Source: an optimization exercise on an open RTL-to-GDS flow (aim: small area and a short achievable clock period). Production flows keep margins and buffers that such runs may drop. Only simulation tests tie the RTL to the original design; equivalence was not proved. Power figures rest on the tool's default switching activity, not on a simulated workload.

try-ember:
## OnboardTop
module OnboardTop(
    input   [15:0]  SW,
    output  [15:0]  LED,
    input           RST,
    input           JB_TCK,
    input           JB_TMS,
    input           JB_TDI,
    output          JB_TDO,
    output          JA_1,
    output          JA_2,
    output          JA_3,
    output          JA_4,
    output          JA_5,
    output          JC_1,
    output          JC_2,
    output          JC_3,
    output          JC_4
    );
Settings: LEC_CHECK=0, ABC_AREA=1, CAP_MARGIN=20, CORE_MARGIN=2, CORE_UTILIZATION=65, CTS_CLUSTER_DIAMETER=80, CTS_CLUSTER_SIZE=30, SETUP_SLACK_MARGIN=4.0, SLEW_MARGIN=20; clock period 7.0 ns.
standard.sh (not shown) runs the stock make flow with config.mk's settings and CLKGATE_MAP_FILE= SYNTH_SCRIPT=/design/flow/synth_recipe.tcl, a recipe that flattens the netlist after the stock synthesis.
==> flow/flow/run.sh <==
#!/bin/bash
# Layout flow: the standard flow (standard.sh) with one step added after
# the standard synthesis: flow/rdtree.py rebuilds the memory read tree (the
# logic feeding the rdq registers) from sky130 cells in a balanced form, and
# yosys removes the old tree. Registers, their names and cell types are those
# of the standard synthesis. Each tool writes its output to a log here.
set -euo pipefail
here=$(pwd)
R=$here/orfs/results/sky130hd/OnboardTop/base
bash standard.sh synth > synth.log 2>&1
cp $R/1_2_yosys.v standard_synth.v
python3 flow/rdtree.py standard_synth.v patched.v > rdtree.log 2>&1
YOSYS=$FLOW_HOME/../tools/install/yosys/bin/yosys
LIB=$FLOW_HOME/platforms/sky130hd/lib/sky130_fd_sc_hd__tt_025C_1v80.lib
$YOSYS -p "read_liberty -lib $LIB; read_verilog patched.v; hierarchy -top OnboardTop; opt_clean -purge; stat -liberty $LIB; write_verilog -noattr -nohex -nodec $R/1_2_yosys.v" > yosys_patch.log 2>&1
rm -f $R/1_synth.odb $R/1_synth.sdc
bash standard.sh > layout.log 2>&1
==> flow/flow/rdtree.py <==
#!/usr/bin/env python3
"""Replace the memory read tree of the synthesized netlist.

The standard synthesis maps the read tree (the logic from the memory bits and
the one-hot address registers q_hi / q_lo_n to the rdq registers' D inputs)
with mixed single-leaf and paired cells. This script builds the same function
from sky130 cells in a fixed, balanced form, per data bit j:

  for each group i of 16 words (high address nibble i):
    8 x o22ai   : !((lo_n[w] | M[w]) & (lo_n[w+1] | M[w+1]))  (pairs of words)
    2 x nor4    : AND of 8 words' (lo_n | M)
    1 x nand3   : !(q_hi[i] & both halves)        -> group result, active low
  4 x nand4 + 1 x or4 : OR over the 16 groups    -> rd[j]

and points the rdq[j] D inputs at it. The old tree is left without loads;
yosys opt_clean removes it afterwards. Registers are not touched.

It also rebuilds the five JA outputs, JA = ja_q | (SW & sw_sel), as
nand2(nand2(SW, sw_sel), ~ja_q) so that the path from the SW input to the
JA output crosses two fast gates and no inverter.

usage: rdtree.py IN.v OUT.v
"""
import re, sys

src = open(sys.argv[1]).read()

def need(pat):
    if not re.search(pat, src):
        sys.exit('rdtree.py: not found in netlist: ' + pat)

for k in range(2048):
    need(r'\.Q\(\\tmem1\.MEM\[%d\] \)' % k)
for i in range(32):
    need(r'\.Q\(\\q_lo_n\[%d\] \)' % i)
for i in range(16):
    need(r'\.Q\(\\q_hi\[%d\] \)' % i)

wires, cells = [], []
cnt = [0]

def net():
    cnt[0] += 1
    n = '_rdt_n%05d_' % cnt[0]
    wires.append('  wire %s;' % n)
    return n

def cell(typ, pins):
    cnt[0] += 1
    body = ',\n'.join('    .%s(%s)' % (p, n) for p, n in pins)
    cells.append('  sky130_fd_sc_hd__%s _rdt_c%05d_ (\n%s\n  );' % (typ, cnt[0], body))

def mem(k): return '\\tmem1.MEM[%d] ' % k
def lon(i): return '\\q_lo_n[%d] ' % i
def hi(i): return '\\q_hi[%d] ' % i

rd = []
for j in range(8):
    gn = []
    for i in range(16):
        ys = []
        for p in range(8):
            w0, w1 = 2 * p, 2 * p + 1
            y = net()
            cell('o22ai_1', [('A1', lon((i // 8) * 16 + w0)), ('A2', mem((16 * i + w0) * 8 + j)),
                             ('B1', lon((i // 8) * 16 + w1)), ('B2', mem((16 * i + w1) * 8 + j)),
                             ('Y', y)])
            ys.append(y)
        a = net(); cell('nor4_1', [('A', ys[0]), ('B', ys[1]), ('C', ys[2]), ('D', ys[3]), ('Y', a)])
        b = net(); cell('nor4_1', [('A', ys[4]), ('B', ys[5]), ('C', ys[6]), ('D', ys[7]), ('Y', b)])
        g = net(); cell('nand3_1', [('A', hi(i)), ('B', a), ('C', b), ('Y', g)])
        gn.append(g)
    o = []
    for k in range(4):
        x = net()
        cell('nand4_1', [('A', gn[4*k]), ('B', gn[4*k+1]), ('C', gn[4*k+2]), ('D', gn[4*k+3]), ('Y', x)])
        o.append(x)
    r = net()
    cell('or4_1', [('A', o[0]), ('B', o[1]), ('C', o[2]), ('D', o[3]), ('X', r)])
    rd.append(r)

out = src
for j in range(8):
    pat = re.compile(r'(\\rdq\[%d\]\$_DFF_P_\s*\(\s*\.CLK\([^)]*\),\s*\.D\()([^)]*)(\))' % j)
    out, n = pat.subn(lambda m: m.group(1) + rd[j] + m.group(3), out)
    if n != 1:
        sys.exit('rdtree.py: rdq[%d] flip-flop not found' % j)

# JA outputs: JA_1..JA_5 carry bit 4..0, from SW[15..11]
need(r'\.Q\(sw_sel\)')
for k in range(5):
    need(r'\.Q\(\\ja_q\[%d\] \)' % k)
    port = 'JA_%d' % (5 - k)
    pat = re.compile(r'\.([XY])\(%s\)' % port)
    dead = net()
    out, n = pat.subn(lambda m: '.%s(%s)' % (m.group(1), dead), out)
    if n != 1:
        sys.exit('rdtree.py: driver of %s not found' % port)
    a = net(); cell('nand2_1', [('A', 'SW[%d]' % (11 + k)), ('B', 'sw_sel'), ('Y', a)])
    b = net(); cell('inv_1', [('A', '\\ja_q[%d] ' % k), ('Y', b)])
    cell('nand2_1', [('A', a), ('B', b), ('Y', port)])

i = out.rindex('endmodule')
out = out[:i] + '\n'.join(wires) + '\n' + '\n'.join(cells) + '\n' + out[i:]
open(sys.argv[2], 'w').write(out)
print('rdtree.py: %d cells added' % len(cells))
Modified inputs, try-sierra compared to try-ember
- swapping 4.0 for 4.2 in SETUP_SLACK_MARGIN
- swapping 65 for 70 in CORE_UTILIZATION
--- outcome ---
Power sits lower in try-sierra than in try-ember. Compared with try-ember, try-sierra shows routed metal-1 wire length lower by about 4%. [try-sierra vs try-ember] effective utilization at floorplan: higher in try-sierra. Compared with try-ember, first-pass GRT wire length in try-sierra increased slightly. Looking at routed wire length across both flows, try-sierra is the weaker of the two, with try-ember ahead. On via count: try-sierra sits above try-ember. Summary of try-sierra over try-ember: footprint of the multi-input gates increased by 290 um2 relative to the old numbers, sequential share of layout area decreased by 0.15 points relative to the old numbers, top fanout value on the critical path decreased by 36 relative to the old numbers. try-sierra ends up with higher first-iteration DRC count than try-ember does.
Inputs modified between try-sierra and try-juniper:
- SETUP_SLACK_MARGIN now 4.0, was 4.2
- GPL_ROUTABILITY_DRIVEN now 0, previously not set
==> comparison <==
Taking try-sierra as the reference, in try-juniper number of buffers inserted by post-CTS setup repair dropped 5; number of nets in the layout closely matched the old numbers; multi-input gate share of the layout cell area was more or less identical. Side by side, share of layout cells above drive strength 1 turned out lower in try-juniper than in try-sierra. Across both runs, sequential fraction of total cell area was higher for try-juniper than for try-sierra. Every stage of the flow completed for try-juniper, and the final layout passed the timing, design-rule and antenna checks. Summary of the comparison: global-route usage is lower in try-juniper, relative to try-sierra.
Modified inputs, try-lagoon compared to try-juniper
- SETUP_SLACK_MARGIN: 4.0 -> 4.2
- GPL_ROUTABILITY_DRIVEN: 0 -> unset
-- flow/flow/rdtree.py --
<<< try-juniper, line 16
yosys opt_clean removes it afterwards. Registers are not touched.

It also rebuilds the five JA outputs, JA = ja_q | (SW & sw_sel), as
nand2(nand2(SW, sw_sel), ~ja_q) so that the path from the SW input to the
JA output crosses two fast gates and no inverter.

>>> try-lagoon, line 16
yosys opt_clean removes it afterwards. Registers are not touched.

<<< try-juniper, line 88

# JA outputs: JA_1..JA_5 carry bit 4..0, from SW[15..11]
need(r'\.Q\(sw_sel\)')
for k in range(5):
    need(r'\.Q\(\\ja_q\[%d\] \)' % k)
    port = 'JA_%d' % (5 - k)
    pat = re.compile(r'\.([XY])\(%s\)' % port)
    dead = net()
    out, n = pat.subn(lambda m: '.%s(%s)' % (m.group(1), dead), out)
    if n != 1:
        sys.exit('rdtree.py: driver of %s not found' % port)
    a = net(); cell('nand2_1', [('A', 'SW[%d]' % (11 + k)), ('B', 'sw_sel'), ('Y', a)])
    b = net(); cell('inv_1', [('A', '\\ja_q[%d] ' % k), ('Y', b)])
    cell('nand2_1', [('A', a), ('B', b), ('Y', port)])

i = out.rindex('endmodule')
>>> try-lagoon, line 84

i = out.rindex('endmodule')
## What came out
try-lagoon: minimum period implied by the final worst setup slack 0.068 ns below try-juniper. Looking at routed wire length across try-lagoon and try-juniper, the one that comes out lower is try-juniper. Non-clock buffer count: try-lagoon vs try-juniper up 5. try-juniper tops out at a lower clock frequency than try-lagoon. From try-juniper to try-lagoon the numbers moved as follows: synthesized area now sits at about the same level, post-route standard cell area excluding fillers now sits higher.
--- input diff try-lagoon..try-willow ---
- CORE_UTILIZATION now 75, was 70
- SETUP_SLACK_MARGIN now 4.0, was 4.2
-- flow/flow/rdtree.py --
<<< try-lagoon, line 16
yosys opt_clean removes it afterwards. Registers are not touched.

>>> try-willow, line 16
yosys opt_clean removes it afterwards. Registers are not touched.

It also rebuilds the five JA outputs, JA = ja_q | (SW & sw_sel), as
nand2(nand2(SW, sw_sel), ~ja_q) so that the path from the SW input to the
JA output crosses two fast gates and no inverter.

<<< try-lagoon, line 84

i = out.rindex('endmodule')
>>> try-willow, line 88

# JA outputs: JA_1..JA_5 carry bit 4..0, from SW[15..11]
need(r'\.Q\(sw_sel\)')
for k in range(5):
    need(r'\.Q\(\\ja_q\[%d\] \)' % k)
    port = 'JA_%d' % (5 - k)
    pat = re.compile(r'\.([XY])\(%s\)' % port)
    dead = net()
    out, n = pat.subn(lambda m: '.%s(%s)' % (m.group(1), dead), out)
    if n != 1:
        sys.exit('rdtree.py: driver of %s not found' % port)
    a = net(); cell('nand2_1', [('A', 'SW[%d]' % (11 + k)), ('B', 'sw_sel'), ('Y', a)])
    b = net(); cell('inv_1', [('A', '\\ja_q[%d] ' % k), ('Y', b)])
    cell('nand2_1', [('A', a), ('B', b), ('Y', port)])

i = out.rindex('endmodule')
[summary]
- In the reports for try-willow and try-lagoon, the larger met1 capacity usage during global routing belongs to try-willow.
- Looking at try-willow and try-lagoon, the number of buffers inserted during clock tree synthesis is a wash.
- When try-willow is measured against try-lagoon, its routed wire length turns out about 0.37% lower.
- Per the comparison of try-willow with try-lagoon, share of the core filled with cells in the final layout now sits higher; total of cells resized after clock tree synthesis moved down; average wire length per cell after detail routing increased 0.24 um.
- From try-lagoon to try-willow the numbers moved as follows: cell count after synthesis now sits at about the same level; sequential share of layout area now sits higher.
The inputs of try-raven differ from those of try-willow as listed below.
- CORE_UTILIZATION: 75 -> 70
- PLACE_DENSITY: unset -> 0.9
Notes after the runs:
Count of TritonRoute iterations in the first routing pass: try-raven < try-willow
Cmp try-raven and try-willow / maximum operating frequency / higher: try-willow
try-willow → try-raven: total via count in the routed design now larger; net switching power figure decreased by about 0.64% relative to the old numbers; wire length of the first global-routing pass went down; utilization decreased by 5.3 points relative to the old numbers; fraction of area in multi-input gates closely matched the old numbers.
Status: worst setup slack after placement parity (try-raven, try-willow)
try-willow and try-raven ended up with roughly the same area after detailed placement.
Total power across try-raven and try-willow: no real change.
met3 capacity usage during global routing was higher in the run labelled try-willow.

==> port drivers added, routing unchanged <==
Ports are ideal in the flow. The routed layouts listed here were re-timed in OpenROAD.
Step 1: set_driving_cell puts a clkbuf_16 on JB_TCK and a buf_2 on each other input, an assumption about the parent block.
Step 2 times the ports against the registers' clock, not the clock port: input delays grow and output delays shrink by t, the midpoint of the rising clock arrivals with the driver on.
Three values: no drivers, after step 1, after step 2; two values: the first two.
| run | t (ns) | slack for setup (ns) | pins driven straight from the clock port |
|---|---|---|---|
| try-ember | 0.803 | 3.825 / 3.825 / 3.307 | 1 |
| try-sierra | 0.784 | 3.887 / 3.849 / 3.527 | 1 |
| try-juniper | 0.797 | 3.779 / 3.779 / 3.404 | 1 |
| try-lagoon | 0.803 | 3.848 / 3.785 / 3.489 | 1 |
| try-willow | 0.804 | 3.868 / 3.823 / 3.339 | 1 |
| try-raven | 0.792 | 3.822 / 3.822 / 3.344 | 1 |
After both steps every run listed still meets setup and hold. For try-willow, which loses most, drivers alone change the setup slack by -0.045 ns; drivers and shift together by -0.529 ns.
